What follows belongs to an exercise in optimizing a design on an open flow for small area; a production flow would make more cautious choices.
Only simulation tests tie the RTL to the original design; equivalence was not proved.
In runs 4 to 6 the design's own scripts or RTL, not TritonCTS, make the clock network.
The clock input has no modelled driver; a real chip could not lean on it and would need a root buffer or a full tree.
Power figures rest on the tool's default switching activity, not on a simulated workload.

`flow/constraint.sdc`:
```
create_clock -name core_clock -period 20.0 [get_ports {clk}]
set_input_delay 4.0000 -clock core_clock [delete_from_list [all_inputs] [get_ports {clk}]]
set_output_delay 4.0000 -clock core_clock [all_outputs]
set_load 0.01 [all_outputs]
```
`flow/config.mk`:
```
export PLATFORM = sky130hd
export DESIGN_NAME = space_invaders_vga
export DESIGN_NICKNAME = space_invaders_vga
export VERILOG_FILES = /design/flow/design.v
export SDC_FILE = /design/flow/constraint.sdc
export NUM_CORES = 4
export LEC_CHECK = 0
export CAP_MARGIN = 20
export CORE_MARGIN = 2
export CORE_UTILIZATION = 40
export PLACE_DENSITY = 0.6
export SLEW_MARGIN = 20
```
`flow/run.sh`:
```
#!/bin/bash
# synth_recipe.tcl (not shown) runs the flow's synth.tcl, then flattens the netlist and writes it again
# the make line also repeats each setting of config.mk as NAME=value (left out here)
make -C /OpenROAD-flow-scripts/flow DESIGN_CONFIG=/design/flow/config.mk WORK_HOME=/design/flow/orfs CLKGATE_MAP_FILE= SYNTH_SCRIPT=/design/flow/synth_recipe.tcl finish
```
`flow/design.v`:
```
module space_invaders_vga (
  input         clk,
  input         rst_n,
  input  [3:1]  key,
  input  [17:0] sw,
  output        vga_clk,
  output        vga_hs,
  output        vga_vs,
  output        vga_blank_n,
  output        vga_sync_n,
  output [7:0]  vga_r,
  output [7:0]  vga_g,
  output [7:0]  vga_b,
  output        led_done,
  output [14:0] fb0_addr,
  output [23:0] fb0_wdata,
  output        fb0_wren,
  input  [23:0] fb0_rdata,
  output [14:0] fb1_addr,
  output [23:0] fb1_wdata,
  output        fb1_wren,
  input  [23:0] fb1_rdata
);
reg       vclk;
reg [9:0] x;    
reg [9:0] y;    
wire x_end = x[9] & x[8] & (&x[4:0]);    
wire y_end = y[9] & y[3] & y[2];          
always @(posedge clk or negedge rst_n)
	if (!rst_n) begin
		vclk <= 1'b0;
		x <= 10'd0;
		y <= 10'd0;
	end else begin
		vclk <= ~vclk;
		if (!vclk) begin
			if (x_end) begin
				x <= 10'd0;
				y <= y_end ? 10'd0 : y + 1'b1;
			end else
				x <= x + 1'b1;
		end
	end
wire x_act = ~(x[9] & (x[8] | x[7]));                 
wire y_act = ~(y[9] | (y[8] & y[7] & y[6] & y[5]));   
assign vga_clk     = vclk;
assign vga_hs      = ~((x >= 10'd655) && (x < 10'd751));
assign vga_vs      = ~(~y[9] & (y[8:4] == 5'b11110) & y[3] & ~y[2] & (y[1] ^ y[0]));  
assign vga_blank_n = x_act & y_act;
assign vga_sync_n  = 1'b1;
assign led_done    = 1'b0;
wire fd = y[9] | (y[8] & y[7] & y[6] & (y[5] | (&y[4:0])));
wire y479 = ~y[9] & (y[8:5] == 4'b1110) & (&y[4:0]);
wire x0 = (x == 10'd0);
wire istart = y479 & x0 & ~vclk;    
reg first;    
wire [10:0] sw_in = {sw[17:14], sw[6:0]};
wire [10:0] db;
genvar gi;
generate for (gi = 0; gi < 11; gi = gi + 1) begin : dbs
	reg       lvl;
	reg       out;
	reg [6:0] c;     
	wire eq = sw_in[gi] ^ lvl;
	wire term = c[6] & c[5] & c[2] & c[1];    
	always @(posedge clk or negedge rst_n)
		if (!rst_n) begin
			lvl <= 1'b0;
			out <= 1'b0;
			c <= 7'd0;
		end else begin
			out <= lvl;
			if (first | ~eq | term)
				c <= 7'd0;
			else
				c <= c + 1'b1;
			if (eq & term)
				lvl <= ~lvl;
		end
	assign db[gi] = out;
end endgenerate
wire        db17 = db[10];
wire [2:0]  dbc  = db[9:7];
wire [6:0]  dby  = db[6:0];
reg       started;
reg [9:0] px;
reg [9:0] p1, p2;
always @(*) begin
	p1 = px;
	if (key[3] && (p1 >= 10'd15))
		p1 = p1 - 10'd6;
	if (key[1] && (p1 <= 10'd625))
		p2 = p1 + 10'd6;
	else if (p1 >= 10'd625)
		p2 = 10'd625;
	else if (p1 <= 10'd14)
		p2 = 10'd15;
	else
		p2 = p1;
end
always @(posedge clk or negedge rst_n)
	if (!rst_n) begin
		started <= 1'b0;
		px <= 10'd320;
	end else begin
		if (!started)
			started <= key[2];
		else
			px <= p2;
	end
reg        w2m_init;
reg        rfm;       
reg        sel;       
reg        fd_d;
reg        wren;
reg [2:0]  wd;
reg [14:0] waddr;
reg [14:0] raddr;
wire rfm_s   = rfm | istart;
wire drawing = rfm & ~fd_d;
wire cnt_end = raddr[14] & raddr[11] & raddr[9] & raddr[8];   
wire inc     = wren & vclk & ~cnt_end;
wire [14:0] pa = px * 15'd120 + dby;
wire [14:0] radd = raddr + (rfm ? 15'd120 : 15'd1);
always @(posedge clk or negedge rst_n)
	if (!rst_n) begin
		first <= 1'b1;
		w2m_init <= 1'b0;
		rfm <= 1'b0;
		sel <= 1'b0;
		fd_d <= 1'b0;
		wren <= 1'b0;
		wd <= 3'd0;
		waddr <= 15'd0;
		raddr <= 15'd0;
	end else begin
		first <= 1'b0;
		w2m_init <= first & ~key[1];
		fd_d <= fd;
		rfm <= rfm_s;
		if (istart & rfm)
			sel <= ~sel;
		if (drawing & db17)
			waddr <= pa;
		else if (istart & ~rfm)
			waddr <= raddr;
		if (rfm_s) begin
			wren <= drawing & db17;
			wd <= dbc;
			if (istart & ~rfm)
				raddr <= 15'd0;
			else if (~fd & x_act) begin
				if (x0)
					raddr <= {8'd0, y[8:2]};
				else if (x[1:0] == 2'b00 && vclk)
					raddr <= radd;
			end
		end else begin
			wren <= w2m_init | (wren & ~(vclk & cnt_end));
			if (inc) begin
				raddr <= radd;
				wd <= 3'b111;
			end
		end
	end
wire rd0 = rfm & ~sel;    
wire rd1 = rfm & sel;     
assign fb0_addr  = rd1 ? waddr : raddr;
assign fb1_addr  = rd0 ? waddr : raddr;
assign fb0_wdata = {{8{wd[2]}}, {8{wd[1]}}, {8{wd[0]}}};
assign fb1_wdata = fb0_wdata;
assign fb0_wren  = wren & ~rd0;
assign fb1_wren  = wren & ~rd1;
wire [23:0] q = rd0 ? fb0_rdata : fb1_rdata;
assign {vga_r, vga_g, vga_b} = rfm_s ? q : 24'hFFFFFF;
endmodule
```
==> results of run 1 <==
==> metrics by stage <==
| stage | util, % | total power (W) |
|---|---|---|
| after floorplan | - | 0.000957 |
| after global placement | 46.4 | 0.00110 |
| after detailed placement | 46.4 | 0.00112 |
| after CTS | 48.6 | 0.00146 |
| after global routing | 48.6 | 0.00158 |
| final | 48.6 | 0.00144 |
==> kinds of logic (layout without fill, tap and decap cells) <==
| logic type | after synthesis | after routing |
|---|---|---|
| DFF | 170 | 170 |
| other | 2 | 3 |
| xor gates and xnor gates | 103 | 103 |
| adders and majority gates | 68 | 68 |
| muxes | 42 | 42 |
| buffers and inverters | 149 | 261 |
| and+or+nand+nor | 457 | 457 |
| AOI/OAI and AO/OA | 184 | 184 |
==> flip-flops by register name (all words and copies together), names as in the netlist, 3 cells and up <==
signal,cells
dbs.c,77
raddr,15
waddr,15
dbs.lvl,11
dbs.out,11
px,10
x,10
y,10
wd,3
==> worst max path at each step <==
stage	startpoint	endpoint	cells after the start	slack, ns
final	fb1_rdata[6]	vga_b[6]	4	10.26
after global routing	fb1_rdata[6]	vga_b[6]	4	10.22
after detailed placement	fb1_rdata[6]	vga_b[6]	4	10.20
after CTS	fb1_rdata[6]	vga_b[6]	4	10.19
after floorplan	fb1_rdata[0]	vga_b[0]	2	11.69
after global placement	fb1_rdata[6]	vga_b[6]	4	10.20
==> cell usage in the layout (no fill, tap or decap), types with 37 or more instances in the layout <==
cell type	synthesis	final
nor2_1	178	177
mux2_2	41	41
ha_1	50	50
o21ai_0	67	67
dfrtp_1	167	167
xnor2_1	65	65
nand3_1	44	44
xor2_1	37	37
clkdlybuf4s50_1	0	170
inv_1	52	52
nand2_1	117	117
==> layout make-up <==
cell class / instances / area [um^2] / share of cell area (%)
clock buffers: 18 / 439 / 3.39
repair buffers: 175 / 1740 / 13.4
well taps: 341 / 427 / 3.29
clock inverters: 14 / 160 / 1.24
multi-input cells: 857 / 5730 / 44.2
inverters: 54 / 203 / 1.56
flip-flops and latches: 170 / 4260 / 32.9
==> metal layers <==
| metal | routed length [um] | part of all wire (%) | vias up | GRT usage [%] |
|---|---|---|---|---|
| met2 | 13200 | 49 | 204 | 33.5 |
| met4 | 822 | 3.1 | 0 | 7.64 |
| met1 | 11500 | 43 | 4046 | 24.1 |
| li1 | - | - | 4166 | - |
| met3 | 1300 | 4.8 | 28 | 3.20 |
| met5 | 0 | 0 | - | 0 |
==> where the power goes <==
part / internal (W) / switching, W
Combinational: 0.000321 / 0.000392
Clock: 0.000191 / 0.000145
Sequential: 0.000361 / 0.0000332
Total: 0.000872 / 0.000570
==> worst register-to-register path, delay by kind of cell, from the launching register on <==
kind | cells | cell delay, ns
xor+xnor | 1 | 0.29
simple gates | 5 | 1.17
fa+ha+maj | 3 | 1.42
buf+inv | 2 | 0.33
flops | 1 | 0.67
compound gates | 2 | 0.24
==> impl_metrics.yaml, run 1 <==
setup_path:
  r2r-end: "waddr[14]"
  crit_chain: "clkdlybuf4s50_1 > nor2_1 > o21ai_0 > clkdlybuf4s50_1"
  cp-start-kind: "input pin"
  r2r_slack_ns: 15.77
  cpMaxStageDelayCell: "clkdlybuf4s50_1"
  crit_fanout: 1
  r2r-start: "px[3]"
  path_buf_inv: 2
  critPathKind: "input pin to output pin"
  arrival_ns: 5.74
  cp_common_cell: "clkdlybuf4s50_1"
  path_delay_family: "buffers and inverters"
  reg2reg_depth: 13
  end_kind: "output pin"
  cp_slowest_stage_delay_ns: 0.67
  cp.required_ns: 16.00
yosys:
  synth_edf_count: 0
  synth-xor-area-share_pct: 8.46
  syn_avg_cell_area_um2: 9.15
  async_reset_ff_share_pct: 100
  yosysMostFrequentCell: "nor2_1"
  yosysTopAreaCellShare_pct: 38.9
  synth_compound_area_share_pct: 11.2
  muxShareOfSynthArea_pct: 4.39
  synth_top_family_by_area: "simple AND/OR/NAND/NOR gates"
  synth-main-ff-cell: "dfrtp_1"
  synth_top_area_cell: "dfrtp_1"
  yosys_warnings: 1
  synth-seq-area-share_pct: 39.6
  synth_area_leaders: "dfrtp_1 (39%), nor2_1 (6.2%), ha_1 (5.8%)"
  synth-simple-area-share_pct: 19.8
  synthCells: 1175
  synthTopCellsByCount: "nor2_1 (178), dfrtp_1 (167), nand2_1 (117)"
  yosys.area_share.adder_pct: 9.17
  ys_ff_latch: 170
  synth_cell_types: 74
  syn-cell-area_um2: 10800
timing:
  period_share_pct: 48.7
  worst_pin_slew_ns: 0.954
  finalSetupTns_ns: 0
  setup_slack_ns: 10.26
  relSlewSlack_pct: 36.4
  rsz0062_at_grt: "false"
  hold_slack_ns: 0.411
  period_needed_ns: 9.74
  fmax_mhz: 103
  hold_viol_final: 0
  finalSetupViolCount: 0
  drv_slew: 0
  fin_worst_skew_ns: 0.0129
global_route:
  grt_pass1_wl_um: 43400
  gr-total-overflow: 0
  grt_antenna_before_repair: 0
  grt_max_degree: 102
  grt_use_total_pct: 19.3
  first_global_vias: 8220
worst_hold_path:
  hold_path_class: "flop to flop"
  min_to: "dbs[4].out"
  holdPathStages: 0
  holdCritStartpoint: "dbs[4].lvl"
floorplanning:
  initial_core_util_pct: 40.3
  core_region_area_um2: 26700
  fp.dieW_um: 168
  dieArea_um2: 28200
  placementRows: 60
  ios: 181
  fp.dieH_um: 168
placement:
  dp.cells: 1597
  dp_slack_ns: 10.20
  gpl.final_weighted_congestion: 0.838
  placed_cell_area_um2: 12400
  dp_hpwl_um: 19900
  port_buffers: 171
clocking:
  ctsResizeCount: 0
  hold_buffers: 0
  clock-root-buffer: "clkbuf_16"
  numCtsBuffers: 17
  clock-sinks: 170
  post_cts_buffers: 0
  h-tree-depth: 4
  clk_latency_ns: 0.43
  cts_tree: "yes"
  cts_buffer_depth: 2
  clk_pin_slew_worst_paths_ns: 0.06
run:
  drv_cap: 0
power_and_ir_drop:
  p_leak_nw: 5.70
  max-vdd-ir-drop_v: 0.0000679
  p_per_area_nw_per_um2: 111
layout:
  fillCellCount: 2496
  antennaDiodeCount: 0
  fin_cells: 1629
  final_nets: 1414
  drive_above_1_share_pct: 8.46
  fin_area_um2: 13000
  area_delta_synth_final_pct: 20.5
route:
  drt-pass1-iter-count: 4
  num_vias: 8444
  wl_per_cell_um: 16.4
  drtIter0Drc: 537
  viasPerCell: 5.18
  finalWirelength_um: 26800
  post-route-drc-count: 0
  antenna_left: 0
outcome:
  outcome: "timing/DRC/antenna clean"
==> run 2: changes to the inputs <==
--- a/flow/design.v
+++ b/flow/design.v
@@ -59,44 +59,39 @@
 genvar gi;
 generate for (gi = 0; gi < 11; gi = gi + 1) begin : dbs
 	reg       lvl;
-	reg       out;
-	reg [6:0] c;     
-	wire eq = sw_in[gi] ^ lvl;
-	wire term = c[6] & c[5] & c[2] & c[1];    
+	reg [6:0] c;
+	wire eq   = sw_in[gi] ^ lvl;
+	wire term = ~(c[6] | c[4] | c[2] | c[1] | c[0]);    
+	wire jt   = ~(c[6] | c[3] | c[2] | c[1] | c[0]);    
+	wire gate = eq & ~first;
+	always @(posedge clk)
+		c <= gate ? {c[5:2], c[1], c[0] | jt, c[6] ^ c[5]} : 7'd17;
 	always @(posedge clk or negedge rst_n)
-		if (!rst_n) begin
+		if (!rst_n)
 			lvl <= 1'b0;
-			out <= 1'b0;
-			c <= 7'd0;
-		end else begin
-			out <= lvl;
-			if (first | ~eq | term)
-				c <= 7'd0;
-			else
-				c <= c + 1'b1;
-			if (eq & term)
-				lvl <= ~lvl;
-		end
-	assign db[gi] = out;
+		else if (gate & term)
+			lvl <= ~lvl;
+	assign db[gi] = lvl ^ jt;
 end endgenerate
 wire        db17 = db[10];
 wire [2:0]  dbc  = db[9:7];
 wire [6:0]  dby  = db[6:0];
 reg       started;
 reg [9:0] px;
-reg [9:0] p1, p2;
+wire hi = px[9] & px[6] & px[5] & px[4] & (px[1] | px[2]);
+wire lo = ~|px[9:5] & (~px[4] | (~px[3] & ~(px[2] & px[0])));
+wire kl = key[3], kr = key[1];
+wire [9:0] psum = px + (kr ? 10'd6 : 10'h3FA);
+reg  [9:0] pn;
 always @(*) begin
-	p1 = px;
-	if (key[3] && (p1 >= 10'd15))
-		p1 = p1 - 10'd6;
-	if (key[1] && (p1 <= 10'd625))
-		p2 = p1 + 10'd6;
-	else if (p1 >= 10'd625)
-		p2 = 10'd625;
-	else if (p1 <= 10'd14)
-		p2 = 10'd15;
+	if (kl & ~kr & lo)
+		pn = 10'd15;
+	else if (~kl & hi)
+		pn = 10'd625;
+	else if (kl ^ kr)
+		pn = psum;
 	else
-		p2 = p1;
+		pn = px;
 end
 always @(posedge clk or negedge rst_n)
 	if (!rst_n) begin
@@ -106,7 +101,7 @@
 		if (!started)
 			started <= key[2];
 		else
-			px <= p2;
+			px <= pn;
 	end
 reg        w2m_init;
 reg        rfm;       
@@ -120,49 +115,48 @@
 wire drawing = rfm & ~fd_d;
 wire cnt_end = raddr[14] & raddr[11] & raddr[9] & raddr[8];   
 wire inc     = wren & vclk & ~cnt_end;
-wire [14:0] pa = px * 15'd120 + dby;
+wire [11:0] px15 = {px[7:0], 4'b0} - {2'b0, px};
+wire [14:0] pa = {px15 + {8'd0, dby[6:3]}, dby[2:0]};
 wire [14:0] radd = raddr + (rfm ? 15'd120 : 15'd1);
+wire zero = first | (istart & ~rfm);
+wire ld   = rfm & ~fd & x0;
+wire step = rfm ? (~fd & x_act & (x[1:0] == 2'b00) & vclk) : inc;
 always @(posedge clk or negedge rst_n)
 	if (!rst_n) begin
 		first <= 1'b1;
 		w2m_init <= 1'b0;
 		rfm <= 1'b0;
 		sel <= 1'b0;
-		fd_d <= 1'b0;
 		wren <= 1'b0;
 		wd <= 3'd0;
-		waddr <= 15'd0;
-		raddr <= 15'd0;
 	end else begin
 		first <= 1'b0;
 		w2m_init <= first & ~key[1];
-		fd_d <= fd;
 		rfm <= rfm_s;
 		if (istart & rfm)
 			sel <= ~sel;
-		if (drawing & db17)
-			waddr <= pa;
-		else if (istart & ~rfm)
-			waddr <= raddr;
 		if (rfm_s) begin
 			wren <= drawing & db17;
 			wd <= dbc;
-			if (istart & ~rfm)
-				raddr <= 15'd0;
-			else if (~fd & x_act) begin
-				if (x0)
-					raddr <= {8'd0, y[8:2]};
-				else if (x[1:0] == 2'b00 && vclk)
-					raddr <= radd;
-			end
 		end else begin
 			wren <= w2m_init | (wren & ~(vclk & cnt_end));
-			if (inc) begin
-				raddr <= radd;
+			if (inc)
 				wd <= 3'b111;
-			end
 		end
 	end
+always @(posedge clk) begin
+	fd_d <= fd;
+	if (drawing & db17)
+		waddr <= pa;
+	else if (istart & ~rfm)
+		waddr <= raddr;
+	if (zero)
+		raddr <= 15'd0;
+	else if (ld)
+		raddr <= {8'd0, y[8:2]};
+	else if (step)
+		raddr <= radd;
+end
 wire rd0 = rfm & ~sel;    
 wire rd1 = rfm & sel;     
 assign fb0_addr  = rd1 ? waddr : raddr;
==> run 2 against run 1 <==
Register-to-register slack better by 0.93 ns. Routed wire length shrank 30%. Still clean on timing, DRC and antenna. Power shrank 27%. Final cell count down 20%. Non-clock buffer count is 1 lower. Synthesized cell count shrank 23%. Final area is 19% lower. Critical path type unchanged.
==> impl_metrics.yaml, run 2 <==
yosys:
  syn-cell-area_um2: 8350
  yosys_warnings: 1
  ys_ff_latch: 159
  synth-seq-area-share_pct: 43.0
  synth_top_area_cell: "dfxtp_1"
  synth-main-ff-cell: "dfxtp_1"
  synth_area_leaders: "dfxtp_1 (22%), dfrtp_1 (14%), mux2_2 (5.7%)"
  async_reset_ff_share_pct: 32.1
  synth_edf_count: 15
  synth_cell_types: 65
  syn_avg_cell_area_um2: 9.27
  synthTopCellsByCount: "dfxtp_1 (93), nand2_1 (93), o21ai_0 (78)"
  yosysTopAreaCellShare_pct: 22.3
  synthCells: 900
power_and_ir_drop:
  p_leak_nw: 4.27
  seq_power_share_pct: 40.6
  comb_power_share_pct: 30.5
  p_per_area_nw_per_um2: 101
  switching_share_pct: 33.1
  power.internal_w: 0.000709
  max-vdd-ir-drop_v: 0.0000653
  power.share.clock_pct: 29.0
  p_sw_w: 0.000351
placement:
  placed_cell_area_um2: 9940
  gpl.final_weighted_congestion: 0.835
  port_buffers: 171
  dp_slack_ns: 10.57
  dp_hpwl_um: 13900
  dp.cells: 1271
clocking:
  clock-root-buffer: "clkbuf_16"
  clk_pin_slew_worst_paths_ns: 0.07
  numCtsBuffers: 17
  cts_tree: "yes"
  hold_buffers: 0
  h-tree-depth: 4
  post_cts_buffers: 0
  clk_latency_ns: 0.43
  cts_buffer_depth: 2
  ctsResizeCount: 0
  clock-sinks: 159
layout:
  final_common_cell: "clkdlybuf4s50_1"
  area_delta_synth_final_pct: 25.8
  antennaDiodeCount: 0
  top_regs: "dbs.c x77, raddr x15, waddr x15"
  final_nets: 1122
  fin_area_um2: 10500
  fillCellCount: 1899
  final_util_pct: 51.5
  largest_reg_flops: 77
  fin_cells: 1303
  drive_above_1_share_pct: 9.29
  top_register: "dbs.c"
  layout_common_cells: "clkdlybuf4s50_1 (170), nand2_1 (93), dfxtp_1 (93)"
route:
  finalWirelength_um: 18900
  wl_per_cell_um: 14.5
  antenna_left: 0
  drtIter0Drc: 260
  post-route-drc-count: 0
  num_vias: 6546
  drt-pass1-iter-count: 5
  viasPerCell: 5.02
timing:
  period_needed_ns: 9.40
  drv_slew: 0
  finalSetupTns_ns: 0
  fmax_mhz: 106
  worst_pin_slew_ns: 0.777
  fin_worst_skew_ns: 0.00783
  period_share_pct: 47.0
  hold_viol_final: 0
  setup_slack_ns: 10.60
  relSlewSlack_pct: 48.1
  rsz0062_at_grt: "false"
  finalSetupViolCount: 0
setup_path:
  crit_fanout: 1
  arrival_ns: 5.40
  cp-start-kind: "input pin"
  cpMaxStageDelayCell: "clkdlybuf4s50_1"
  cp_common_cell: "clkdlybuf4s50_1"
  path_delay_family: "buffers and inverters"
  crit_chain: "clkdlybuf4s50_1 > nor2_1 > o21ai_0 > clkdlybuf4s50_1"
  end_kind: "output pin"
  cp.required_ns: 16.00
  cp_slowest_stage_delay_ns: 0.61
  critPathKind: "input pin to output pin"
  path_buf_inv: 2
global_route:
  grt_use_total_pct: 17.4
  first_global_vias: 6061
  gr-total-overflow: 0
  grt_pass1_wl_um: 30500
  grt_antenna_before_repair: 0
  grt_max_degree: 52
floorplanning:
  ios: 181
  fp.dieW_um: 148
  dieArea_um2: 22000
  fp.dieH_um: 148
  initial_core_util_pct: 41.0
  core_region_area_um2: 20400
  placementRows: 52
run:
  drv_cap: 0
worst_hold_path:
  hold_path_class: "flop to flop"
outcome:
  outcome: "timing/DRC/antenna clean"
==> run 2: changes by cell type in the layout (fill, tap and decap cells not counted), sizes merged, moves of 25 or more <==
| cell | previous run | this run |
|---|---|---|
| and2 | 5 | 47 |
| nor2 | 178 | 73 |
| dfxtp | 0 | 93 |
| inv | 59 | 34 |
| dfrtp | 167 | 48 |
| nand3 | 44 | 17 |
==> run 2: layer usage <==
metal	vias up	wire length [um]	global-route usage [%]
met5	-	0	0
met4	0	208	5.00
met3	17	1070	4.36
met2	156	8990	29.8
met1	3044	8590	21.7
li1	3329	-	-
==> run 2: cell families after synthesis <==
group	share of synthesized area, %
mux	6.16
buf+inv	6.88
flops	43.0
simple gates	20.1
other cells	0.0900
fa+ha+maj	4.83
compound gates	12.0
xor+xnor	6.82
==> run 2: area by class of cell <==
cell class | count | area, um^2 | share of cell area, %
repair buffers | 174 | 1730 | 16.5
flip-flops and latches | 159 | 3590 | 34.2
clock buffers | 18 | 439 | 4.18
multi-input cells | 644 | 4190 | 39.9
well taps | 270 | 338 | 3.22
clock inverters | 14 | 118 | 1.12
inverters | 24 | 90.1 | 0.858
==> run 2: final timing paths <==
check	slack, ns	to	from	cells after the start
setup / recovery	10.60	vga_r[6]	fb1_rdata[22]	4
hold / removal	0.45	dbs[8].c[2]	dbs[8].c[1]	1
setup reg to reg	16.70	waddr[12]	dbs[4].c[6]	10
hold reg to reg	0.45	dbs[8].c[2]	dbs[8].c[1]	1
max in group asynchronous	15.81	dbs[6].lvl	rst_n	2
min in group asynchronous	3.71	x[2]	rst_n	2
==> run 2: stage by stage <==
stage          hold slack (ns)  total power [W]
4_1_cts                  0.450          0.00107
2_1_floorplan            0.421         0.000679
3_3_place_gp             0.427         0.000754
3_5_place_dp             0.436         0.000760
5_1_grt                  0.467          0.00114
6_report                 0.447          0.00106
==> run 2: power by group through the flow <==
stage / clock network [W] / registers [W] / logic (W)
3_5_place_dp: 0 / 0.000436 / 0.000324
2_1_floorplan: 0 / 0.000419 / 0.000260
6_report: 0.000307 / 0.000430 / 0.000323
5_1_grt: 0.000329 / 0.000439 / 0.000367
4_1_cts: 0.000314 / 0.000431 / 0.000326
3_3_place_gp: 0 / 0.000435 / 0.000318
==> run 2: worst reg2reg max path, cell delays in order (launching register included) <==
cell	delay [ns]
dfxtp_1	0.33
or4_1	0.55
nor2_1	0.13
xor2_1	0.26
ha_1	0.28
nor2b_1	0.12
o21ai_0	0.23
o21ai_0	0.25
a311oi_1	0.56
xor2_1	0.22
o21ai_0	0.09
==> run 3: changes to the inputs <==
==> flow/flow/run.sh (new file) <==
#!/bin/bash
# Layout flow: the standard ORFS flow, with
#  - synthesis mapped by an area-oriented ABC script, without Yosys's
#    full-adder extraction (the registers are those of the standard synthesis);
#  - the smallest buffer (buf_1) on every input and output port;
#  - clock tree synthesis with clkbuf_8 only and without dummy loads.
# Each step's full output goes to a log file in the work folder.
set -euo pipefail
W=$(pwd)
S=$W/scripts
rm -rf "$S"
cp -r "$FLOW_HOME/scripts" "$S"
cp "$W/flow/abc_area.script" "$S/abc_area.script"
export BUFFER_PORTS_ARGS="-buffer_cell sky130_fd_sc_hd__buf_1"
export CTS_ARGS="${CTS_ARGS_OVERRIDE:--sink_clustering_enable -repair_clock_nets -dont_use_dummy_load -buf_list sky130_fd_sc_hd__clkbuf_8}"
V=(SCRIPTS_DIR=$S ABC_AREA=1 ADDER_MAP_FILE=)
bash standard.sh synth "${V[@]}" > "$W/log_1_synth.txt" 2>&1
bash standard.sh floorplan "${V[@]}" > "$W/log_2_floorplan.txt" 2>&1
bash standard.sh place "${V[@]}" > "$W/log_3_place.txt" 2>&1
bash standard.sh cts "${V[@]}" > "$W/log_4_cts.txt" 2>&1
bash standard.sh route "${V[@]}" > "$W/log_5_route.txt" 2>&1
bash standard.sh finish "${V[@]}" > "$W/log_6_finish.txt" 2>&1
==> flow/flow/abc_area.script (new file) <==
strash
&get -n
&st
&dch
&nf -a -R 1000
&put
==> flow/standard.sh (new file) <==
#!/bin/bash
# synth_recipe.tcl (not shown) runs the flow's synth.tcl, then flattens the netlist and writes it again
# the make line also repeats each setting of config.mk as NAME=value (left out here)
make -C /OpenROAD-flow-scripts/flow DESIGN_CONFIG=/design/flow/config.mk WORK_HOME=/design/flow/orfs CLKGATE_MAP_FILE= SYNTH_SCRIPT=/design/flow/synth_recipe.tcl "${@:-finish}"
removed: flow/run.sh
==> run 3 against run 2 <==
Still clean. Utilization down 5.5 points. Critical path depth unchanged. Maximum frequency up 11%. Critical endpoint is now vga_b[2].
==> impl_metrics.yaml, run 3 <==
outcome:
  outcome: "timing/DRC/antenna clean"
global_route:
  grt_max_degree: 52
  grt_use_total_pct: 17.0
  gr-total-overflow: 0
  grt_antenna_before_repair: 0
  grt_pass1_wl_um: 27800
  first_global_vias: 5669
floorplanning:
  initial_core_util_pct: 41.1
  core_region_area_um2: 18900
  placementRows: 50
  dieArea_um2: 20500
  fp.dieH_um: 143
  ios: 181
  fp.dieW_um: 143
clocking:
  clk_pin_slew_worst_paths_ns: 0.06
  post_cts_buffers: 0
  clock-root-buffer: "clkbuf_8"
  cts_buffer_depth: 2
  clk_latency_ns: 0.44
  numCtsBuffers: 17
  hold_buffers: 0
  clock-sinks: 159
  cts_tree: "yes"
  h-tree-depth: 4
  ctsResizeCount: 0
timing:
  finalSetupViolCount: 0
  finalSetupTns_ns: 0
  setup_slack_ns: 11.50
  period_needed_ns: 8.50
  rsz0062_at_grt: "false"
  worst_pin_slew_ns: 1.02
  relSlewSlack_pct: 31.3
  fin_worst_skew_ns: 0.0362
  hold_slack_ns: 0.438
  period_share_pct: 42.5
  fmax_mhz: 118
  hold_viol_final: 0
  drv_slew: 0
power_and_ir_drop:
  p_per_area_nw_per_um2: 104
  max-vdd-ir-drop_v: 0.0000557
  power_w: 0.000905
  p_leak_nw: 3.33
route:
  antenna_left: 0
  num_vias: 6327
  post-route-drc-count: 0
  wl_per_cell_um: 13.4
  viasPerCell: 4.95
  drtIter0Drc: 318
  finalWirelength_um: 17200
  drt-pass1-iter-count: 4
yosys:
  yosysTopAreaCellShare_pct: 24.0
  synthTopCellsByCount: "nor2_1 (131), dfxtp_1 (93), nand2_1 (88)"
  yosys_warnings: 1
  synth_cell_types: 43
  async_reset_ff_share_pct: 32.1
  synth-seq-area-share_pct: 46.3
  ys_ff_latch: 159
  synthCells: 871
  syn-cell-area_um2: 7760
  synth_top_area_cell: "dfxtp_1"
  synth_edf_count: 15
  yosysMostFrequentCell: "nor2_1"
  syn_avg_cell_area_um2: 8.91
  synth_area_leaders: "dfxtp_1 (24%), dfrtp_1 (15%), xnor2_1 (7.2%)"
  synth-main-ff-cell: "dfxtp_1"
layout:
  top_register: "dbs.c"
  largest_reg_flops: 77
  antennaDiodeCount: 0
  fillCellCount: 1892
  final_util_pct: 46.1
  layout_common_cells: "buf_1 (170), nor2_1 (130), dfxtp_1 (93)"
  drive_above_1_share_pct: 2.94
  top_regs: "dbs.c x77, raddr x15, waddr x15"
  final_nets: 1092
  final_common_cell: "buf_1"
  area_delta_synth_final_pct: 12.1
setup_path:
  cp_common_cell: "buf_1"
  arrival_ns: 4.50
  crit_chain: "buf_1 > nor2_1 > a21oi_1 > buf_1"
  crit_fanout: 1
  endpoint: "vga_b[2]"
  end_kind: "output pin"
  critPathKind: "input pin to output pin"
  cpMaxStageDelayCell: "a21oi_1"
  cp_slowest_stage_delay_ns: 0.22
  r2r_slack_ns: 16.62
  cp.required_ns: 16.00
  r2r-end: "raddr[12]"
  cp-startpoint: "fb1_rdata[2]"
  reg2reg_depth: 11
  r2r-start: "rfm"
  cp-start-kind: "input pin"
worst_hold_path:
  hold_path_class: "flop to flop"
run:
  drv_cap: 0
placement:
  dp_slack_ns: 11.50
  port_buffers: 171
  gpl.final_weighted_congestion: 0.819
  dp_hpwl_um: 12300
-- run 3: changes by cell type in the layout (fill, tap and decap cells not counted), sizes merged, moves of 7 or more --
| cell | before | now |
|---|---|---|
| a211oi | 2 | 13 |
| clkinv | 3 | 19 |
| nand4 | 11 | 4 |
| buf | 4 | 176 |
| inv | 34 | 0 |
| o21a | 15 | 6 |
| a21oi | 26 | 75 |
| clkdlybuf4s50 | 170 | 0 |
| ha | 29 | 0 |
| o21ai | 81 | 18 |
| xnor2 | 44 | 64 |
| mux2 | 43 | 17 |
| nor2 | 73 | 131 |
-- run 3: layout make-up --
| class | count | area (um^2) | share of cell area [%] |
|---|---|---|---|
| Clock buffer | 17 | 234 | 2.69 |
| Multi-Input combinational cell | 647 | 3770 | 43.3 |
| Sequential cell | 159 | 3590 | 41.3 |
| Inverter | 19 | 71.3 | 0.819 |
| Tap cell | 260 | 325 | 3.74 |
| Timing Repair Buffer | 177 | 708 | 8.14 |
-- run 3: layer usage --
metal	vias up	routed length [um]	track usage, %
met5	-	0	0
met4	0	135	3.82
met3	7	755	4.97
met2	130	8270	27.4
met1	2970	8040	22.7
li1	3220	-	-
-- run 3: logic make-up after synthesis --
group,share of synthesized area (%)
AO/OA/AOI/OAI,11.0
XOR/XNOR,10.2
adder cells (fa/ha/maj),0.645
buffers and inverters,5.46
flip-flops,46.3
multiplexers,2.47
other,0.0967
AND/OR/NAND/NOR,23.9
-- run 3: worst min path at each step --
stage,start,endpoint,slack [ns],cells past startpoint
global route,dbs[7].c[3],dbs[7].c[4],0.47,1
floorplan,dbs[9].c[3],dbs[9].c[4],0.41,1
CTS,dbs[10].c[3],dbs[10].c[4],0.44,1
global placement,dbs[9].c[3],dbs[9].c[4],0.42,1
finish,dbs[3].c[3],dbs[3].c[4],0.44,1
detailed placement,dbs[2].c[3],dbs[2].c[4],0.42,1
-- run 3: through the flow --
step	instance area, um^2	cells
6_report	8700	1279
5_1_grt	8700	1279
4_1_cts	8680	1278
3_5_place_dp	8440	1261
3_3_place_gp	8440	1261
2_1_floorplan	7770	872
-- run 3: power by group --
group | leakage [nW] | total [W] | switching, W | internal (W)
Combinational | 1.70 | 0.000289 | 0.000152 | 0.000137
Clock | 0.122 | 0.000174 | 0.0000994 | 0.0000750
Sequential | 1.51 | 0.000441 | 0.0000607 | 0.000381
Total | 3.33 | 0.000905 | 0.000312 | 0.000593
-- run 3: critical path: cells and delay by family --
kind                   cells  cell delay [ns]
and+or+nand+nor            1             0.04
buffers and inverters      2             0.25
AOI/OAI and AO/OA          1             0.22
==> run 4: changes to the inputs <==
--- a/flow/design.v
+++ b/flow/design.v
@@ -60,18 +60,17 @@
 generate for (gi = 0; gi < 11; gi = gi + 1) begin : dbs
 	reg       lvl;
 	reg [6:0] c;
-	wire eq   = sw_in[gi] ^ lvl;
-	wire term = ~(c[6] | c[4] | c[2] | c[1] | c[0]);    
 	wire jt   = ~(c[6] | c[3] | c[2] | c[1] | c[0]);    
+	wire eq   = sw_in[gi] ^ lvl ^ jt;                   
 	wire gate = eq & ~first;
 	always @(posedge clk)
 		c <= gate ? {c[5:2], c[1], c[0] | jt, c[6] ^ c[5]} : 7'd17;
 	always @(posedge clk or negedge rst_n)
 		if (!rst_n)
 			lvl <= 1'b0;
-		else if (gate & term)
+		else if (jt & ~first)
 			lvl <= ~lvl;
-	assign db[gi] = lvl ^ jt;
+	assign db[gi] = lvl;
 end endgenerate
 wire        db17 = db[10];
 wire [2:0]  dbc  = db[9:7];
--- a/flow/flow/run.sh
+++ b/flow/flow/run.sh
@@ -3,7 +3,9 @@
 #  - synthesis mapped by an area-oriented ABC script, without Yosys's
 #    full-adder extraction (the registers are those of the standard synthesis);
 #  - the smallest buffer (buf_1) on every input and output port;
-#  - clock tree synthesis with clkbuf_8 only and without dummy loads.
+#  - a clock tree built by hand (flow/cts_tree.tcl): a root and six leaf
+#    clkbuf_16 buffers,
+#    each driving one cluster of flip-flops, in place of clock_tree_synthesis.
 # Each step's full output goes to a log file in the work folder.
 set -euo pipefail
 W=$(pwd)
@@ -11,8 +13,9 @@
 rm -rf "$S"
 cp -r "$FLOW_HOME/scripts" "$S"
 cp "$W/flow/abc_area.script" "$S/abc_area.script"
+sed -i "s|^log_cmd clock_tree_synthesis .*|source $W/flow/cts_tree.tcl|" "$S/cts.tcl"
+grep -q "cts_tree.tcl" "$S/cts.tcl"
 export BUFFER_PORTS_ARGS="-buffer_cell sky130_fd_sc_hd__buf_1"
-export CTS_ARGS="${CTS_ARGS_OVERRIDE:--sink_clustering_enable -repair_clock_nets -dont_use_dummy_load -buf_list sky130_fd_sc_hd__clkbuf_8}"
 V=(SCRIPTS_DIR=$S ABC_AREA=1 ADDER_MAP_FILE=)
 bash standard.sh synth "${V[@]}" > "$W/log_1_synth.txt" 2>&1
 bash standard.sh floorplan "${V[@]}" > "$W/log_2_floorplan.txt" 2>&1
==> flow/flow/cts_tree.tcl (new file) <==
# A two-level clock tree built by hand, in place of clock_tree_synthesis:
# the clock port drives a root clkbuf_16, which drives NLEAF (6) clkbuf_16
# buffers, each placed at the centre of
# a cluster of flip-flops (k-means on their placed positions) and driving the
# clock pins of that cluster. Every flip-flop is one buffer away from the port.
set nleaf [expr {[info exists ::env(CTS_NLEAF)] ? $::env(CTS_NLEAF) : 6}]
set block [ord::get_db_block]
set clknet [$block findNet clk]
set sinks {}
foreach it [$clknet getITerms] {
  if {[$it isInputSignal] || [[$it getMTerm] getSigType] eq "CLOCK" || [$it isInput]} {
    set b [[$it getInst] getBBox]
    lappend sinks [list $it [expr {([$b xMin] + [$b xMax]) / 2.0}] [expr {([$b yMin] + [$b yMax]) / 2.0}]]
  }
}
set n [llength $sinks]
puts "manual CTS: $n sinks, $nleaf leaf buffers"
# k-means, seeded by sorting on x then y
set sorted [lsort -real -index 1 $sinks]
set cx {}; set cy {}
for {set k 0} {$k < $nleaf} {incr k} {
  set s [lindex $sorted [expr {int(($k + 0.5) * $n / $nleaf)}]]
  lappend cx [lindex $s 1]; lappend cy [lindex $s 2]
}
for {set iter 0} {$iter < 50} {incr iter} {
  set sx [lrepeat $nleaf 0.0]; set sy [lrepeat $nleaf 0.0]; set cnt [lrepeat $nleaf 0]
  set assign {}
  foreach s $sinks {
    set best 0; set bd 1e30
    for {set k 0} {$k < $nleaf} {incr k} {
      set d [expr {abs([lindex $s 1] - [lindex $cx $k]) + abs([lindex $s 2] - [lindex $cy $k])}]
      if {$d < $bd} { set bd $d; set best $k }
    }
    lappend assign $best
    lset sx $best [expr {[lindex $sx $best] + [lindex $s 1]}]
    lset sy $best [expr {[lindex $sy $best] + [lindex $s 2]}]
    lset cnt $best [expr {[lindex $cnt $best] + 1}]
  }
  for {set k 0} {$k < $nleaf} {incr k} {
    if {[lindex $cnt $k] > 0} {
      lset cx $k [expr {[lindex $sx $k] / [lindex $cnt $k]}]
      lset cy $k [expr {[lindex $sy $k] / [lindex $cnt $k]}]
    }
  }
}
puts "manual CTS: cluster sizes $cnt"
set leafcell [expr {[info exists ::env(CTS_LEAF)] ? $::env(CTS_LEAF) : "sky130_fd_sc_hd__clkbuf_16"}]
set master [[ord::get_db] findMaster $leafcell]
set bufs {}
set leafs {}
for {set k 0} {$k < $nleaf} {incr k} {
  set inst [odb::dbInst_create $block $master "clkbuf_leaf_$k"]
  set w [$master getWidth]; set h [$master getHeight]
  $inst setLocation [expr {int([lindex $cx $k] - $w / 2)}] [expr {int([lindex $cy $k] - $h / 2)}]
  $inst setPlacementStatus PLACED
  set net [odb::dbNet_create $block "clknet_leaf_$k"]
  $net setSigType CLOCK
  [$inst findITerm A] connect $clknet
  [$inst findITerm X] connect $net
  lappend bufs $net
  lappend leafs $inst
}
if {$nleaf > 4} {
  set rmaster [[ord::get_db] findMaster [expr {[info exists ::env(CTS_ROOT)] ? $::env(CTS_ROOT) : "sky130_fd_sc_hd__clkbuf_16"}]]
  set root [odb::dbInst_create $block $rmaster "clkbuf_root"]
  set sx 0.0; set sy 0.0
  for {set k 0} {$k < $nleaf} {incr k} { set sx [expr {$sx + [lindex $cx $k]}]; set sy [expr {$sy + [lindex $cy $k]}] }
  $root setLocation [expr {int($sx / $nleaf)}] [expr {int($sy / $nleaf)}]
  $root setPlacementStatus PLACED
  set rnet [odb::dbNet_create $block "clknet_root"]
  $rnet setSigType CLOCK
  for {set k 0} {$k < $nleaf} {incr k} {
    set it [[lindex $leafs $k] findITerm A]
    $it disconnect
    $it connect $rnet
  }
  [$root findITerm A] connect $clknet
  [$root findITerm X] connect $rnet
}
set i 0
foreach s $sinks {
  set it [lindex $s 0]
  set k [lindex $assign $i]
  $it disconnect
  $it connect [lindex $bufs $k]
  incr i
}
$clknet setSigType CLOCK
--- a/flow/config.mk
+++ b/flow/config.mk
@@ -7,6 +7,6 @@
 export LEC_CHECK = 0
 export CAP_MARGIN = 20
 export CORE_MARGIN = 2
-export CORE_UTILIZATION = 40
-export PLACE_DENSITY = 0.6
+export CORE_UTILIZATION = 65
+export PLACE_DENSITY = 0.75
 export SLEW_MARGIN = 20
==> run 4 against run 3 <==
Final cell count decreased by 12%. Critical endpoint is now vga_g[1]. Setup slack lost 0.032 ns. Flip-flop and latch count stayed put. Power is 4.4% higher. Synthesized area is 0.89% lower. Register-to-register slack better by 0.38 ns. Die area shrank 38%. Clock power down 12%. Critical path depth stayed put. Still clean on timing, DRC and antenna. Sequential power grew 6.3%. Sequential share of layout area is 1.4 points higher. Utilization up 27 points.
==> impl_metrics.yaml, run 4 <==
yosys:
  synth_edf_count: 15
  async_reset_ff_share_pct: 32.1
  yosys_warnings: 1
  syn-cell-area_um2: 7690
  synth_cell_types: 45
  yosysMostFrequentCell: "nor2_1"
  synth_top_area_cell: "dfxtp_1"
  synthCells: 846
  synth-seq-area-share_pct: 46.7
  ys_ff_latch: 159
  yosysTopAreaCellShare_pct: 24.2
  synthTopCellsByCount: "nor2_1 (107), nand2_1 (99), dfxtp_1 (93)"
  synth-main-ff-cell: "dfxtp_1"
  synth_area_leaders: "dfxtp_1 (24%), dfrtp_1 (16%), xnor2_1 (6.7%)"
  syn_avg_cell_area_um2: 9.09
timing:
  period_needed_ns: 8.53
  worst_pin_slew_ns: 0.925
  hold_viol_final: 0
  rsz0062_at_grt: "false"
  drv_slew: 0
  relSlewSlack_pct: 38.2
  fin_worst_skew_ns: 0.0283
  fmax_mhz: 117
  finalSetupTns_ns: 0
  setup_slack_ns: 11.47
  finalSetupViolCount: 0
  period_share_pct: 42.7
floorplanning:
  dieArea_um2: 12700
  core_region_area_um2: 11500
  ios: 181
  fp.dieH_um: 113
  initial_core_util_pct: 67.1
  fp.dieW_um: 113
  placementRows: 39
setup_path:
  cp.required_ns: 16.00
  path_buf_inv: 2
  path_delay_family: "simple AND/OR/NAND/NOR gates"
  cpMaxStageDelayCell: "nor3_1"
  cp-start-kind: "input pin"
  arrival_ns: 4.53
  cp_common_cell: "buf_1"
  end_kind: "output pin"
  crit_chain: "buf_1 > nor3_1 > nor2_1 > buf_1"
  critPathKind: "input pin to output pin"
  cp_slowest_stage_delay_ns: 0.24
  crit_fanout: 1
layout:
  top_regs: "dbs.c x77, raddr x15, waddr x15"
  layout_common_cells: "buf_1 (170), nor2_1 (106), nand2_1 (99)"
  top_register: "dbs.c"
  final_nets: 1058
  drive_above_1_share_pct: 2.13
  final_common_cell: "buf_1"
  area_delta_synth_final_pct: 9.29
  antennaDiodeCount: 0
  fin_cells: 1128
  largest_reg_flops: 77
route:
  wl_per_cell_um: 14.6
  num_vias: 6199
  finalWirelength_um: 16500
  antenna_left: 0
  post-route-drc-count: 0
  drt-pass1-iter-count: 4
  drtIter0Drc: 315
  viasPerCell: 5.50
clocking:
  clk_latency_ns: 0.36
  ctsResizeCount: 0
  hold_buffers: 0
  clk_pin_slew_worst_paths_ns: 0.10
  post_cts_buffers: 0
placement:
  dp.cells: 1121
  gpl.final_weighted_congestion: 0.870
  dp_slack_ns: 11.46
  port_buffers: 171
  dp_hpwl_um: 12100
power_and_ir_drop:
  max-vdd-ir-drop_v: 0.000138
  switching_share_pct: 34.4
  power.internal_w: 0.000620
  p_per_area_nw_per_um2: 112
  seq_power_share_pct: 49.7
  p_sw_w: 0.000325
  p_leak_nw: 3.21
  comb_power_share_pct: 34.2
  power.share.clock_pct: 16.2
global_route:
  grt_antenna_before_repair: 0
  grt_pass1_wl_um: 27600
  first_global_vias: 5901
  grt_max_degree: 52
  grt_use_total_pct: 25.6
  gr-total-overflow: 0
run:
  drv_cap: 0
worst_hold_path:
  hold_path_class: "flop to flop"
outcome:
  outcome: "timing/DRC/antenna clean"
-- run 4: cell types whose count changed after synthesis, sizes merged, moves of 12 or more --
cell | before | now
a21oi | 75 | 30
o21ai | 18 | 35
nor3 | 16 | 42
nor2b | 10 | 22
nor2 | 131 | 107
xor2 | 26 | 40
-- run 4: power groups by stage --
stage	logic, W	clock network (W)	registers (W)
global route	0.000370	0.000168	0.000481
CTS	0.000325	0.000119	0.000477
detailed placement	0.000323	0	0.000474
floorplan	0.000268	0	0.000456
global placement	0.000310	0	0.000471
finish	0.000323	0.000153	0.000469
-- run 4: final cells by class --
class | count | area (um^2)
Multi-Input combinational cell | 629 | 3720
Sequential cell | 159 | 3590
Fill cell | 876 | 3060
Timing Repair Buffer | 178 | 696
Tap cell | 143 | 179
Buffer | 7 | 175
Inverter | 12 | 45.0
-- run 4: path summary, 6_finish.rpt --
kind	start	endpoint	slack, ns	depth (start not counted)
worst max-delay path	fb1_rdata[9]	vga_g[1]	11.47	4
worst min-delay path	dbs[4].c[4]	dbs[4].c[5]	0.44	1
worst max register to register	y[0]	raddr[6]	17.00	12
worst min register to register	dbs[4].c[4]	dbs[4].c[5]	0.44	1
max in group asynchronous	rst_n	px[7]	15.77	2
min in group asynchronous	rst_n	dbs[0].lvl	3.74	2
-- run 4: layer usage --
layer	wire (um)	vias up	share of wire [%]	GRT usage (%)
li1	-	3110	-	-
met1	7010	2880	43	33.4
met2	8050	187	49	46.3
met3	1140	22	6.9	3.96
met4	276	0	1.7	3.82
met5	0	-	0	0
-- run 4: cell families after synthesis --
logic type | Yosys count | share of synthesized area [%]
simple gates | 395 | 24.9
flops | 159 | 46.7
compound gates | 111 | 8.78
xor+xnor | 99 | 11.3
buf+inv | 59 | 5.17
mux | 19 | 2.78
fa+ha+maj | 2 | 0.260
other cells | 2 | 0.0976
-- run 4: worst register-to-register path: cells and delay by family (launching register included) --
kind	cells	cell delay, ns
AOI/OAI and AO/OA	3	0.65
buffers and inverters	1	0.21
DFF	1	0.45
and+or+nand+nor	8	1.60
-- run 4: through the flow --
step / power (W) / instance area, um^2 / hold WS [ns] / util (%)
2_1_floorplan: 0.000724 / 7700 / 0.406 / -
3_3_place_gp: 0.000781 / 8230 / 0.410 / 71.8
3_5_place_dp: 0.000797 / 8230 / 0.422 / 71.8
4_1_cts: 0.000921 / 8400 / 0.422 / 73.3
5_1_grt: 0.00102 / 8410 / 0.462 / 73.3
6_report: 0.000945 / 8410 / 0.443 / 73.3
==> run 5: changes to the inputs <==
--- a/flow/design.v
+++ b/flow/design.v
@@ -164,6 +164,7 @@
 assign fb1_wdata = fb0_wdata;
 assign fb0_wren  = wren & ~rd0;
 assign fb1_wren  = wren & ~rd1;
-wire [23:0] q = rd0 ? fb0_rdata : fb1_rdata;
-assign {vga_r, vga_g, vga_b} = rfm_s ? q : 24'hFFFFFF;
+wire show0 = rfm_s & rd0;
+wire show1 = rfm_s & ~rd0;
+assign {vga_r, vga_g, vga_b} = (fb0_rdata | {24{~show0}}) & (fb1_rdata | {24{~show1}});
 endmodule
--- a/flow/flow/run.sh
+++ b/flow/flow/run.sh
@@ -1,6 +1,6 @@
 #!/bin/bash
 # Layout flow: the standard ORFS flow, with
-#  - synthesis mapped by an area-oriented ABC script, without Yosys's
+#  - synthesis mapped by an area-oriented ABC script (with deepsyn), without Yosys's
 #    full-adder extraction (the registers are those of the standard synthesis);
 #  - the smallest buffer (buf_1) on every input and output port;
 #  - a clock tree built by hand (flow/cts_tree.tcl): a root and six leaf
==> flow/flow/abc_area.script (replaced) <==
strash
&get -n
&st
&deepsyn -T 120
&dch
&nf -a -R 1000
&put
--- a/flow/flow/cts_tree.tcl
+++ b/flow/flow/cts_tree.tcl
@@ -2,7 +2,7 @@
 # the clock port drives a root clkbuf_16, which drives NLEAF (6) clkbuf_16
 # buffers, each placed at the centre of
 # a cluster of flip-flops (k-means on their placed positions) and driving the
-# clock pins of that cluster. Every flip-flop is one buffer away from the port.
+# clock pins of that cluster. Every flip-flop is two buffers away from the port.
 set nleaf [expr {[info exists ::env(CTS_NLEAF)] ? $::env(CTS_NLEAF) : 6}]
 set block [ord::get_db_block]
 set clknet [$block findNet clk]
==> run 5 against run 4 <==
Utilization shrank 0.67 points. Synthesized area shrank 6.8%. Still clean. Via count shrank 11%. Flip-flop and latch count is the same. Highest routed layer unchanged. Combinational power shrank 39%. Maximum frequency grew 1.2%. First-iteration DRC count shrank 6.0%. Hold slack lost 0.0054 ns. Final cell count shrank 10%. Clock power is essentially flat. Largest power group unchanged. Final area shrank 6.7%. Die area shrank 6.5%.
==> impl_metrics.yaml, run 5 <==
setup_path:
  end_kind: "output pin"
  crit_fanout: 1
  arrival_ns: 4.43
  cp.required_ns: 16.00
  cp-start-kind: "input pin"
  critPathKind: "input pin to output pin"
  r2r_slack_ns: 16.74
timing:
  period_needed_ns: 8.43
  relSlewSlack_pct: 33.8
  setup_slack_ns: 11.57
  drv_slew: 0
  fmax_mhz: 119
  hold_slack_ns: 0.437
  worst_pin_slew_ns: 0.992
  hold_viol_final: 0
  rsz0062_at_grt: "false"
  period_share_pct: 42.2
  finalSetupTns_ns: 0
  finalSetupViolCount: 0
  fin_worst_skew_ns: 0.0290
route:
  num_vias: 5531
  post-route-drc-count: 0
  drtIter0Drc: 296
  drt-pass1-iter-count: 4
  antenna_left: 0
  wl_per_cell_um: 14.1
  viasPerCell: 5.45
  finalWirelength_um: 14300
yosys:
  synth-main-ff-cell: "dfxtp_1"
  synth-seq-area-share_pct: 50.1
  synth_edf_count: 15
  yosysTopAreaCellShare_pct: 26.0
  synthCells: 739
  synthTopCellsByCount: "dfxtp_1 (93), nand2_1 (64), nor2_1 (61)"
  synth_top_area_cell: "dfxtp_1"
  ys_ff_latch: 159
  synth_area_leaders: "dfxtp_1 (26%), dfrtp_1 (17%), edfxtp_1 (6.3%)"
  syn_avg_cell_area_um2: 9.70
  syn-cell-area_um2: 7170
  yosysMostFrequentCell: "dfxtp_1"
  synth_cell_types: 45
  async_reset_ff_share_pct: 32.1
  yosys_warnings: 1
global_route:
  grt_pass1_wl_um: 22900
  first_global_vias: 5022
  grt_antenna_before_repair: 0
  grt_use_total_pct: 23.4
  grt_max_degree: 52
  gr-total-overflow: 0
clocking:
  clk_latency_ns: 0.36
  hold_buffers: 0
  post_cts_buffers: 0
  ctsResizeCount: 0
  clk_pin_slew_worst_paths_ns: 0.11
layout:
  antennaDiodeCount: 0
  top_regs: "dbs.c x77, raddr x15, waddr x15"
  final_nets: 947
  layout_common_cells: "buf_1 (170), dfxtp_1 (93), nand2_1 (64)"
  largest_reg_flops: 77
  drive_above_1_share_pct: 1.72
  final_common_cell: "buf_1"
  top_register: "dbs.c"
  area_delta_synth_final_pct: 9.33
placement:
  dp_slack_ns: 11.57
  gpl.final_weighted_congestion: 0.893
  dp_hpwl_um: 10500
  port_buffers: 171
power_and_ir_drop:
  p_per_area_nw_per_um2: 103
  p_leak_nw: 2.94
  max-vdd-ir-drop_v: 0.0000889
run:
  drv_cap: 0
worst_hold_path:
  hold_path_class: "flop to flop"
outcome:
  outcome: "timing/DRC/antenna clean"
floorplanning:
  ios: 181
  dieArea_um2: 11900
  core_region_area_um2: 10800
  placementRows: 38
  fp.dieH_um: 109
  initial_core_util_pct: 66.5
  fp.dieW_um: 109
run 5: per-stage QoR:
step	utilization [%]	cells	area [um^2]	total power, W
after detailed placement	71.0	1007	7670	0.000666
after floorplan	-	740	7180	0.000615
final	72.7	1014	7840	0.000811
after global routing	72.7	1014	7840	0.000870
after global placement	71.0	1007	7670	0.000652
after CTS	72.7	1014	7840	0.000788
run 5: critical path, stage by stage:
cell	delay, ns
buf_1	0.08
o22a_1	0.22
buf_1	0.14
run 5: path summary, 6_finish.rpt:
kind                               start          end  cells past startpoint
setup / recovery           fb0_rdata[21]     vga_r[5]                      3
hold / removal               dbs[9].c[2]  dbs[9].c[3]                      2
setup reg to reg                    y[6]    raddr[14]                     11
hold reg to reg              dbs[9].c[2]  dbs[9].c[3]                      2
max in group asynchronous          rst_n        px[3]                      2
min in group asynchronous          rst_n         x[5]                      2
run 5: area by class of cell:
class / instances / area, um^2
Sequential cell: 159 / 3590
Tap cell: 140 / 175
Fill cell: 808 / 2950
Multi-Input combinational cell: 520 / 3180
Timing Repair Buffer: 174 / 666
Buffer: 7 / 175
Inverter: 14 / 52.6
run 5: cell families after synthesis:
kind of cell | Yosys count | share of synthesized area [%]
muxes | 24 | 3.75
buffers and inverters | 61 | 5.65
AOI/OAI and AO/OA | 150 | 13.2
xor gates and xnor gates | 58 | 7.08
and+or+nand+nor | 285 | 20.1
other | 2 | 0.105
DFF | 159 | 50.1
run 5: report_power, final:
group | internal, W | switching, W
registers | 0.000395 | 0.0000666
clock network | 0.0000634 | 0.0000887
logic | 0.000102 | 0.0000956
run 5: routing by layer:
metal  track usage [%]  wire, um  vias up
li1                  -         -     2800
met1              30.2      6320     2572
met2              42.8      7010      138
met3              2.27       667       21
met4              4.58       270        0
met5                 0         0        -
==> run 6: changes to the inputs <==
--- a/flow/design.v
+++ b/flow/design.v
@@ -65,11 +65,8 @@
 	wire gate = eq & ~first;
 	always @(posedge clk)
 		c <= gate ? {c[5:2], c[1], c[0] | jt, c[6] ^ c[5]} : 7'd17;
-	always @(posedge clk or negedge rst_n)
-		if (!rst_n)
-			lvl <= 1'b0;
-		else if (jt & ~first)
-			lvl <= ~lvl;
+	always @(posedge clk)
+		lvl <= (lvl ^ jt) & ~first;
 	assign db[gi] = lvl;
 end endgenerate
 wire        db17 = db[10];
@@ -93,15 +90,15 @@
 		pn = px;
 end
 always @(posedge clk or negedge rst_n)
-	if (!rst_n) begin
+	if (!rst_n)
 		started <= 1'b0;
+	else if (!started)
+		started <= key[2];
+always @(posedge clk)
+	if (first)
 		px <= 10'd320;
-	end else begin
-		if (!started)
-			started <= key[2];
-		else
-			px <= pn;
-	end
+	else if (started)
+		px <= pn;
 reg        w2m_init;
 reg        rfm;       
 reg        sel;       
@@ -125,25 +122,22 @@
 		first <= 1'b1;
 		w2m_init <= 1'b0;
 		rfm <= 1'b0;
-		sel <= 1'b0;
 		wren <= 1'b0;
-		wd <= 3'd0;
 	end else begin
 		first <= 1'b0;
 		w2m_init <= first & ~key[1];
 		rfm <= rfm_s;
-		if (istart & rfm)
-			sel <= ~sel;
-		if (rfm_s) begin
+		if (rfm_s)
 			wren <= drawing & db17;
-			wd <= dbc;
-		end else begin
+		else
 			wren <= w2m_init | (wren & ~(vclk & cnt_end));
-			if (inc)
-				wd <= 3'b111;
-		end
 	end
 always @(posedge clk) begin
+	sel <= (sel ^ (istart & rfm)) & ~first;
+	if (rfm_s)
+		wd <= dbc;
+	else
+		wd <= {3{inc}} | (wd & {3{~first}});
 	fd_d <= fd;
 	if (drawing & db17)
 		waddr <= pa;
--- a/flow/flow/cts_tree.tcl
+++ b/flow/flow/cts_tree.tcl
@@ -1,7 +1,8 @@
 # A two-level clock tree built by hand, in place of clock_tree_synthesis:
 # the clock port drives a root clkbuf_16, which drives NLEAF (6) clkbuf_16
 # buffers, each placed at the centre of
-# a cluster of flip-flops (k-means on their placed positions) and driving the
+# a cluster of flip-flops (k-means with equal-sized clusters, on their placed
+# positions) and driving the
 # clock pins of that cluster. Every flip-flop is two buffers away from the port.
 set nleaf [expr {[info exists ::env(CTS_NLEAF)] ? $::env(CTS_NLEAF) : 6}]
 set block [ord::get_db_block]
@@ -22,19 +23,43 @@
   set s [lindex $sorted [expr {int(($k + 0.5) * $n / $nleaf)}]]
   lappend cx [lindex $s 1]; lappend cy [lindex $s 2]
 }
+# k-means with a capacity: no cluster gets more than cap sinks. Each round
+# assigns the sinks in order of how much they lose by not getting their
+# nearest centre, each to the nearest centre that still has room.
+set cap [expr {int(ceil(double($n) / $nleaf)) + 1}]
 for {set iter 0} {$iter < 50} {incr iter} {
-  set sx [lrepeat $nleaf 0.0]; set sy [lrepeat $nleaf 0.0]; set cnt [lrepeat $nleaf 0]
-  set assign {}
+  set order {}
+  set i 0
   foreach s $sinks {
-    set best 0; set bd 1e30
+    set ds {}
     for {set k 0} {$k < $nleaf} {incr k} {
-      set d [expr {abs([lindex $s 1] - [lindex $cx $k]) + abs([lindex $s 2] - [lindex $cy $k])}]
-      if {$d < $bd} { set bd $d; set best $k }
+      lappend ds [list $k [expr {abs([lindex $s 1] - [lindex $cx $k]) + abs([lindex $s 2] - [lindex $cy $k])}]]
     }
-    lappend assign $best
-    lset sx $best [expr {[lindex $sx $best] + [lindex $s 1]}]
-    lset sy $best [expr {[lindex $sy $best] + [lindex $s 2]}]
-    lset cnt $best [expr {[lindex $cnt $best] + 1}]
+    set ds [lsort -real -index 1 $ds]
+    set regret [expr {[lindex $ds 1 1] - [lindex $ds 0 1]}]
+    lappend order [list $i $regret $ds]
+    incr i
+  }
+  set order [lsort -real -decreasing -index 1 $order]
+  set cnt [lrepeat $nleaf 0]
+  set assign [lrepeat $n 0]
+  foreach o $order {
+    foreach kd [lindex $o 2] {
+      set k [lindex $kd 0]
+      if {[lindex $cnt $k] < $cap} {
+        lset assign [lindex $o 0] $k
+        lset cnt $k [expr {[lindex $cnt $k] + 1}]
+        break
+      }
+    }
+  }
+  set sx [lrepeat $nleaf 0.0]; set sy [lrepeat $nleaf 0.0]
+  set i 0
+  foreach s $sinks {
+    set k [lindex $assign $i]
+    lset sx $k [expr {[lindex $sx $k] + [lindex $s 1]}]
+    lset sy $k [expr {[lindex $sy $k] + [lindex $s 2]}]
+    incr i
   }
   for {set k 0} {$k < $nleaf} {incr k} {
     if {[lindex $cnt $k] > 0} {
==> run 6 against run 5 <==
Still clean. First-iteration DRC count shrank 9.5%. Critical path depth unchanged. Sequential power is 7.6% lower. Flip-flop and latch count is the same. Critical path type unchanged.
==> impl_metrics.yaml, run 6 <==
yosys:
  yosysMostFrequentCell: "dfxtp_1"
  synthCells: 731
  muxShareOfSynthArea_pct: 4.31
  yosys_warnings: 1
  yosys.area_share.adder_pct: 0.143
  synth_edf_count: 15
  synth_area_leaders: "dfxtp_1 (34%), dfrtp_1 (8.9%), edfxtp_1 (6.4%)"
  synth-simple-area-share_pct: 20.8
  synth_top_area_cell: "dfxtp_1"
  syn_avg_cell_area_um2: 9.61
  synth-main-ff-cell: "dfxtp_1"
  ys_ff_latch: 159
  syn-cell-area_um2: 7020
  yosysTopAreaCellShare_pct: 33.6
  synth_top_family_by_area: "simple AND/OR/NAND/NOR gates"
  synth_compound_area_share_pct: 12.2
  synth_cell_types: 43
  async_reset_ff_share_pct: 16.4
  synth-seq-area-share_pct: 49.3
  synthTopCellsByCount: "dfxtp_1 (118), nor2_1 (79), and2_0 (54)"
  synth-xor-area-share_pct: 6.86
layout:
  fillCellCount: 778
  final_common_cell: "buf_1"
  area_delta_synth_final_pct: 9.55
  layout_common_cells: "buf_1 (171), dfxtp_1 (118), nor2_1 (79)"
  antennaDiodeCount: 0
  top_register: "dbs.c"
  final_nets: 940
  drive_above_1_share_pct: 1.50
  fin_cells: 1003
  largest_reg_flops: 77
  top_regs: "dbs.c x77, raddr x15, waddr x15"
floorplanning:
  fp.dieH_um: 108
  dieArea_um2: 11700
  ios: 181
  initial_core_util_pct: 67.4
  fp.dieW_um: 108
  placementRows: 37
  core_region_area_um2: 10400
setup_path:
  end_kind: "output pin"
  cp-start-kind: "input pin"
  crit_fanout: 1
  critPathKind: "input pin to output pin"
  cp.required_ns: 16.00
  arrival_ns: 4.45
timing:
  period_share_pct: 42.2
  hold_viol_final: 0
  finalSetupViolCount: 0
  finalSetupTns_ns: 0
  period_needed_ns: 8.45
  relSlewSlack_pct: 35.5
  worst_pin_slew_ns: 0.968
  drv_slew: 0
  fin_worst_skew_ns: 0.0182
  fmax_mhz: 118
  rsz0062_at_grt: "false"
route:
  drt-pass1-iter-count: 4
  finalWirelength_um: 14800
  post-route-drc-count: 0
  antenna_left: 0
  wl_per_cell_um: 14.7
  num_vias: 5566
  viasPerCell: 5.55
  drtIter0Drc: 268
placement:
  dp_hpwl_um: 11100
  port_buffers: 171
  dp.cells: 996
  gpl.final_weighted_congestion: 0.858
global_route:
  grt_use_total_pct: 25.1
  grt_antenna_before_repair: 0
  gr-total-overflow: 0
  grt_max_degree: 47
  first_global_vias: 5205
  grt_pass1_wl_um: 24200
run:
  drv_cap: 0
clocking:
  post_cts_buffers: 0
  hold_buffers: 0
  ctsResizeCount: 0
  clk_pin_slew_worst_paths_ns: 0.10
  clk_latency_ns: 0.36
power_and_ir_drop:
  max-vdd-ir-drop_v: 0.0000865
  p_leak_nw: 2.90
  p_per_area_nw_per_um2: 97.9
  power_w: 0.000753
worst_hold_path:
  hold_path_class: "flop to flop"
outcome:
  outcome: "timing/DRC/antenna clean"
-- run 6: cell types whose count changed in the layout (fill, tap and decap cells not counted), sizes merged, moves of 9 or more --
cell,before,now
dfrtp,48,25
nor2,61,79
a211oi,1,13
or4,0,12
dfxtp,93,118
nand2,64,48
nor4,14,4
xnor2,49,38
nand2b,19,5
o21ai,35,20
clkinv,14,23
-- run 6: routing by layer --
layer,vias up,track usage (%),wire (um)
met4,0,5.95,439
met1,2617,32.0,6200
met2,157,46.4,7470
li1,2764,-,-
met3,28,1.81,648
met5,-,0,0
-- run 6: worst max-delay path: stages --
cell and delay (ns):
buf_1 0.07, o22a_1 0.23, buf_1 0.15
-- run 6: final timing paths --
check / from / end / slack [ns] / depth (start not counted)
setup / recovery: fb0_rdata[13] / vga_g[5] / 11.55 / 3
hold / removal: dbs[8].c[4] / dbs[8].c[5] / 0.44 / 1
setup reg to reg: y[6] / raddr[14] / 16.01 / 15
hold reg to reg: dbs[8].c[4] / dbs[8].c[5] / 0.44 / 1
max in group asynchronous: rst_n / first / 16.08 / 2
min in group asynchronous: rst_n / y[3] / 3.62 / 2
-- run 6: through the flow --
stage | hold WS [ns] | instance area, um^2 | worst slack (ns) | util (%)
after CTS | 0.413 | 7690 | 11.55 | 73.8
after detailed placement | 0.420 | 7520 | 11.55 | 72.2
final | 0.436 | 7690 | 11.55 | 73.8
after global routing | 0.455 | 7690 | 11.53 | 73.8
after global placement | 0.410 | 7520 | 11.55 | 72.2
after floorplan | 0.406 | 7030 | 11.78 | -
-- run 6: cell families (layout without fill, tap and decap cells) --
kind of cell             count (synthesis)  in the layout
XOR/XNOR                                55             55
buffers and inverters                   70            205
flip-flops                             159            159
other                                    2              3
adder cells (fa/ha/maj)                  1              1
multiplexers                            27             27
AND/OR/NAND/NOR                        286            286
AO/OA/AOI/OAI                          131            131
-- run 6: area by class of cell --
cell class	instances	area, um^2	share of cell area [%]
buffer	7	175	2.28
tap	136	170	2.21
timing repair buffer	175	672	8.73
multi-input combinational	503	3120	40.6
inverter	23	86.3	1.12
sequential	159	3460	45.0
-- run 6: where the power goes --
part | internal [W] | switching [W]
clock network | 0.0000635 | 0.0000890
logic | 0.0000811 | 0.0000931
registers | 0.000387 | 0.0000397
total | 0.000531 | 0.000222

-- re-timing with driven ports --
How much do the figures lean on ideal ports? The routed layouts below were timed once more, with nothing changed but the port constraints. Step 1 (the two cells are an assumption about what drives the block):
set clk [get_ports {clk}]
set_driving_cell -lib_cell sky130_fd_sc_hd__clkbuf_16 $clk
set_driving_cell -lib_cell sky130_fd_sc_hd__buf_2 [delete_from_list [all_inputs] $clk]
Step 2, shift: input delay + t, output delay - t, t = (earliest + latest rising clock arrival at the registers) / 2. This alone moves slack from input paths to output paths. Three values: ideal, step 1, step 2; two values: the first two.
| run | shift t [ns] | setup WS [ns] | latest minus earliest clock arrival (ns) | worst register clock-pin slew, ns |
|---|---|---|---|---|
| run 1 | 0.461 | 10.257 / 10.231 / 10.231 | 0.018 / 0.018 | 0.08 / 0.08 |
| run 2 | 0.465 | 10.596 / 10.568 / 10.568 | 0.009 / 0.009 | 0.07 / 0.07 |
| run 3 | 0.464 | 11.497 / 11.474 / 11.474 | 0.036 / 0.036 | 0.09 / 0.09 |
| run 4 | 0.388 | 11.466 / 11.443 / 11.443 | 0.028 / 0.028 | 0.11 / 0.11 |
| run 5 | 0.389 | 11.567 / 11.537 / 11.537 | 0.029 / 0.029 | 0.11 / 0.11 |
| run 6 | 0.383 | 11.550 / 11.524 / 11.524 | 0.021 / 0.020 | 0.10 / 0.10 |
After both steps every run listed still meets setup and hold. The setup slack of run 5, which loses most, moves by -0.030 ns with the drivers and by -0.030 ns with both steps.
